Source: an optimization exercise on an open RTL-to-GDS flow (aim: small area, a short achievable clock period and few clock cycles per item). Production flows keep margins and buffers that such runs may drop. The RTL was checked by simulation tests, not by an equivalence proof against the original design. No activity file was given, so power comes from the tool's default toggle rates.

Design shift_add_multiplier, start of the top module:
module shift_add_multiplier
#(
    parameter int OPERAND_WIDTH = 32
)
(
    input  logic        flush,
    input  logic        clk,
    input  logic        rst,
    input  logic        start,
    input  logic [1:0]  mul_type,
    input  logic [31:0] a,
    input  logic [31:0] b,
    output logic [63:0] p,
    output logic        done,
    output logic        work
);
clock: 5.5 ns
lec_check: 0
abc_clock_period_in_ps: 2000
cap_margin: 20
core_margin: 2
core_utilization: 55
cts_buf_list: sky130_fd_sc_hd__clkbuf_4 sky130_fd_sc_hd__clkbuf_8
setup_slack_margin: 3.3
slew_margin: 20
standard.sh (not shown) runs the stock make flow with config.mk's settings and CLKGATE_MAP_FILE= SYNTH_SCRIPT=/design/flow/synth_recipe.tcl, a recipe that flattens the netlist after the stock synthesis.
==> flow/flow/run.sh <==
#!/bin/bash
# The standard layout, with the port buffers that buffer_ports inserts made
# from the smallest buffer instead of the delay cell it picks by default.
set -euo pipefail
export BUFFER_PORTS_ARGS="-buffer_cell sky130_fd_sc_hd__buf_1"
bash standard.sh > standard_flow.log 2>&1
Testbench counts at the start, summed over its fixed seeds: cycles 9,984, items 768.
Edit:
==> flow/flow/run.sh (replaced) <==
#!/bin/bash
# The standard layout, with the port buffers that buffer_ports inserts made
# from the smallest buffer instead of the delay cell it picks by default, and
# clock-tree sinks clustered into larger groups.
set -euo pipefail
export BUFFER_PORTS_ARGS="-buffer_cell sky130_fd_sc_hd__buf_1"
export CTS_ARGS="-sink_clustering_enable -repair_clock_nets -sink_clustering_size 40 -sink_clustering_max_diameter 150 -buf_list sky130_fd_sc_hd__clkbuf_8"
bash standard.sh > standard_flow.log 2>&1
--- a/flow/config.mk
+++ b/flow/config.mk
@@ -9,5 +9,5 @@
 export CAP_MARGIN = 20
 export CORE_MARGIN = 2
-export CORE_UTILIZATION = 55
+export CORE_UTILIZATION = 40
 export CTS_BUF_LIST = sky130_fd_sc_hd__clkbuf_4 sky130_fd_sc_hd__clkbuf_8
 export SETUP_SLACK_MARGIN = 3.3
What happened:
- final cell count is higher by a little under a tenth
- cell area hardly moves
- die area climbs by well over a third
- power falls by a few percent
- worst hold slack got worse by 36 ps
- flip-flop and latch count is unchanged
- worst setup slack is better by 4.2 ps
- via count drops by a few percent
Edit:
==> flow/flow/run.sh (replaced) <==
#!/bin/bash
# The standard layout, with the port buffers that buffer_ports inserts made
# from the smallest buffer instead of the delay cell it picks by default.
set -euo pipefail
export BUFFER_PORTS_ARGS="-buffer_cell sky130_fd_sc_hd__buf_1"
bash standard.sh > standard_flow.log 2>&1
--- a/flow/config.mk
+++ b/flow/config.mk
@@ -6,9 +6,9 @@
 export NUM_CORES = 4
 export LEC_CHECK = 0
-export ABC_CLOCK_PERIOD_IN_PS = 2000
+export ABC_CLOCK_PERIOD_IN_PS = 2200
 export CAP_MARGIN = 20
 export CORE_MARGIN = 2
-export CORE_UTILIZATION = 40
+export CORE_UTILIZATION = 55
 export CTS_BUF_LIST = sky130_fd_sc_hd__clkbuf_4 sky130_fd_sc_hd__clkbuf_8
-export SETUP_SLACK_MARGIN = 3.3
+export SETUP_SLACK_MARGIN = 3.0
 export SLEW_MARGIN = 20
What happened: Via count grows by 0.92%. Count of clock-buffer cells in the layout does not change. Worst hold slack improves by 16 ps. Final cell count goes down by 8.3%.
Edit:
--- a/flow/config.mk
+++ b/flow/config.mk
@@ -6,8 +6,8 @@
 export NUM_CORES = 4
 export LEC_CHECK = 0
-export ABC_CLOCK_PERIOD_IN_PS = 2200
+export ABC_AREA = 1
 export CAP_MARGIN = 20
 export CORE_MARGIN = 2
-export CORE_UTILIZATION = 55
+export CORE_UTILIZATION = 40
 export CTS_BUF_LIST = sky130_fd_sc_hd__clkbuf_4 sky130_fd_sc_hd__clkbuf_8
 export SETUP_SLACK_MARGIN = 3.0
=>
- The new run passed the timing, design-rule and antenna checks
- die area came out higher by 42%
- cell area grows by 5.9%
- cell count grows by 33%
- clock-buffer cell count grows by 1
- critical path depth does not change

* * *

shift_add_multiplier, a different RTL version from the one above (not shown whole).
Size in the first run: roughly 1,000 cells after synthesis, roughly 160 flip-flops, ~140 I/O pins, ~11,000 sq um of cells after synthesis.
==> flow/config.mk <==
export PLATFORM = sky130hd
export DESIGN_NAME = shift_add_multiplier
export DESIGN_NICKNAME = shift_add_multiplier
export VERILOG_FILES = /design/flow/design.v
export SDC_FILE = /design/flow/constraint.sdc
export NUM_CORES = 4
export LEC_CHECK = 0
export ABC_CLOCK_PERIOD_IN_PS = 2700
export CAP_MARGIN = 20
export CORE_MARGIN = 2
export CORE_UTILIZATION = 50
export CTS_BUF_LIST = sky130_fd_sc_hd__clkbuf_4 sky130_fd_sc_hd__clkbuf_8
export SETUP_SLACK_MARGIN = 2.8
export SLEW_MARGIN = 20
==> flow/constraint.sdc <==
create_clock -name core_clock -period 5.5 [get_ports {clk}]
set_input_delay 1.1000 -clock core_clock [delete_from_list [all_inputs] [get_ports {clk}]]
set_output_delay 1.1000 -clock core_clock [all_outputs]
set_load 0.01 [all_outputs]
==> flow/flow/run.sh <==
#!/bin/bash
# The standard layout, with the port buffers that buffer_ports inserts made
# from the smallest buffer instead of the delay cell it picks by default.
set -euo pipefail
export BUFFER_PORTS_ARGS="-buffer_cell sky130_fd_sc_hd__buf_1"
bash standard.sh > standard_flow.log 2>&1
Testbench counts at the start, summed over its fixed seeds: cycles 7,680, items 768.
Rerun with:
Settings changed: ABC_CLOCK_PERIOD_IN_PS 2700 to 2500, CORE_UTILIZATION 50 to 40, SETUP_SLACK_MARGIN 2.8 to 2.9.
Effect: The new run ran to the end with no violations. Cell area climbs slightly. Maximum frequency is about the same. Via count barely changes. Utilization drops by 11 points. Die area climbs by a quarter to a third.
Rerun with:
Settings changed: ABC_CLOCK_PERIOD_IN_PS 2500 to 2200, SETUP_SLACK_MARGIN 2.9 to 3.0.
Effect:
- total power grows by a few percent
- design area grows by a few percent
- area after synthesis is unchanged
- via count grows slightly
- maximum frequency hardly moves
- clock-buffer cell count does not change
Rerun with:
Settings changed: ABC_CLOCK_PERIOD_IN_PS 2200 to 3000, SETUP_SLACK_MARGIN 3.0 to 2.5.
Setup slack is worse by 0.21 ns.
Power is lower by a few percent.
Sequential cell count does not change.
Via count shrinks slightly.
Routed wire length fell by a few percent.
Clock power came out lower slightly.
Clock skew stays flat.
Area after synthesis stays the same.
Die area does not change.
Maximum frequency is lower by a little under a tenth.

* * *

RTL: one of the versions met above, not the one the previous note started from.
For scale: roughly 150 flip-flops, roughly 140 I/O pins, about 9500 um2 of cells after synthesis.
clock: 5.5 ns
lec_check: 0
abc_clock_period_in_ps: 2000
cap_margin: 0
core_margin: 2
core_utilization: 40
cts_buf_list: sky130_fd_sc_hd__clkbuf_4 sky130_fd_sc_hd__clkbuf_8
setup_slack_margin: 3.3
slew_margin: 0
Scripts as last shown in full above: flow/flow/run.sh
The baseline went through all stages and came out clean.
Testbench counts at the start, summed over its fixed seeds: cycles 9,984, items 768.
Next try:
Settings changed: ABC_CLOCK_PERIOD_IN_PS 2000 to 2500, CAP_MARGIN 0 to 20, SETUP_SLACK_MARGIN 3.3 to 2.6, SLEW_MARGIN 0 to 20.
Sequential power shrinks by about 4%.
Power drops by 7.8%.
Global-route usage is lower by 0.33 points.
Sequential cell count stays the same.
Hold slack hardly moves.
Core utilization falls by 4.1 points.
Next try:
==> flow/run.sh (new file) <==
#!/bin/bash
# synth_recipe.tcl (not shown) runs the flow's synth.tcl, then flattens the netlist and writes it again
# the make line also repeats each setting of config.mk as NAME=value (left out here)
make -C /OpenROAD-flow-scripts/flow DESIGN_CONFIG=/design/flow/config.mk WORK_HOME=/design/flow/orfs CLKGATE_MAP_FILE= SYNTH_SCRIPT=/design/flow/synth_recipe.tcl finish
Settings changed: ABC_CLOCK_PERIOD_IN_PS 2500 to 2200, SETUP_SLACK_MARGIN 2.6 to 3.0.
removed: flow/flow/run.sh
removed: flow/standard.sh
Setup slack improved by 160 ps.
First-iteration DRC count falls by about a fifth.
Hold slack improved by 4.2 ps.
Flip-flop and latch count stays the same.
Synthesized cell count does not change.
Non-clock buffer count rises by 15.
Next try:
==> flow/flow/run.sh (new file) <==
#!/bin/bash
# The standard layout, with the port buffers that buffer_ports inserts made
# from the smallest buffer instead of the delay cell it picks by default.
set -euo pipefail
export BUFFER_PORTS_ARGS="-buffer_cell sky130_fd_sc_hd__buf_1"
bash standard.sh > standard_flow.log 2>&1
==> flow/standard.sh (new file) <==
#!/bin/bash
# synth_recipe.tcl (not shown) runs the flow's synth.tcl, then flattens the netlist and writes it again
# the make line also repeats each setting of config.mk as NAME=value (left out here)
make -C /OpenROAD-flow-scripts/flow DESIGN_CONFIG=/design/flow/config.mk WORK_HOME=/design/flow/orfs CLKGATE_MAP_FILE= SYNTH_SCRIPT=/design/flow/synth_recipe.tcl "${@:-finish}"
Settings changed: ABC_CLOCK_PERIOD_IN_PS 2200 to 2000, SETUP_SLACK_MARGIN 3.0 to 3.3, TNS_END_PERCENT from default to 5.
removed: flow/run.sh
After rerunning: Power rises by 4.9%. Fmax rises by 7.2%. Sequential cell count is unchanged. Setup slack is better by 170 ps. Global-route usage falls by 1.0 points. Via count falls by 1.5%. Register-to-register slack is better by 120 ps. Design area falls by 3.9%.
Next try:
==> flow/run.sh (new file) <==
#!/bin/bash
# synth_recipe.tcl (not shown) runs the flow's synth.tcl, then flattens the netlist and writes it again
# the make line also repeats each setting of config.mk as NAME=value (left out here)
make -C /OpenROAD-flow-scripts/flow DESIGN_CONFIG=/design/flow/config.mk WORK_HOME=/design/flow/orfs CLKGATE_MAP_FILE= SYNTH_SCRIPT=/design/flow/synth_recipe.tcl finish
Settings changed: ABC_CLOCK_PERIOD_IN_PS 2000 to 2200, CTS_BUF_LIST sky130_fd_sc_hd__clkbuf_4 sky130_fd_sc_hd__clkbuf_8 to default, SETUP_SLACK_MARGIN 3.3 to 3.4, TNS_END_PERCENT 5 to default.
removed: flow/flow/run.sh
removed: flow/standard.sh
The changed run finished clean.
Power climbs by 14%.
Sequential power climbs by about 4%.
First-iteration DRC count drops by 26%.

[static timing again, ports no longer ideal]
How much do the figures lean on ideal ports? The routed layouts below were timed once more, with nothing changed but the port constraints.
Step 1 sets driving cells, clkbuf_16 on the clock port and buf_2 on the other inputs (assumed; they add their load-dependent delay and slew).
Step 2 adds t to the input delays and takes it off the output delays; t is the mean of the earliest and latest rising clock arrival at the registers after step 1. Input paths then give back, and output paths get back, about the clock's delay inside the block.
a / b / c = ideal / step 1 / step 2; a / b = the first two.
run	t, ns	setup WS [ns]	worst register clock-pin slew, ns
the first run of note 1	0.504	3.286 / 3.279 / 2.800	0.10 / 0.10
the second run of note 1	0.492	3.291 / 3.273 / 2.820	0.09 / 0.09
the third run of note 1	0.495	3.033 / 3.033 / 2.691	0.09 / 0.09
the fourth run of note 1	0.496	3.139 / 3.139 / 2.708	0.09 / 0.09
the first run of note 2	0.517	2.816 / 2.837 / 2.320	0.12 / 0.12
the second run of note 2	0.497	2.818 / 2.829 / 2.331	0.11 / 0.11
the third run of note 2	0.510	2.811 / 2.806 / 2.296	0.11 / 0.11
the fourth run of note 2	0.498	2.602 / 2.592 / 2.093	0.10 / 0.10
the first run of note 3	0.491	3.292 / 3.280 / 2.820	0.09 / 0.09
the second run of note 3	0.494	2.871 / 2.871 / 2.633	0.09 / 0.09
the third run of note 3	0.508	3.028 / 3.000 / 2.547	0.09 / 0.09
the fourth run of note 3	0.503	3.195 / 3.205 / 2.702	0.11 / 0.11
the fifth run of note 3	0.463	3.226 / 3.236 / 2.773	0.07 / 0.07
After both steps setup and hold are still met in every run listed. For the third run of note 2, which loses most, drivers alone change the setup slack by -0.005 ns; drivers and shift together by -0.515 ns.
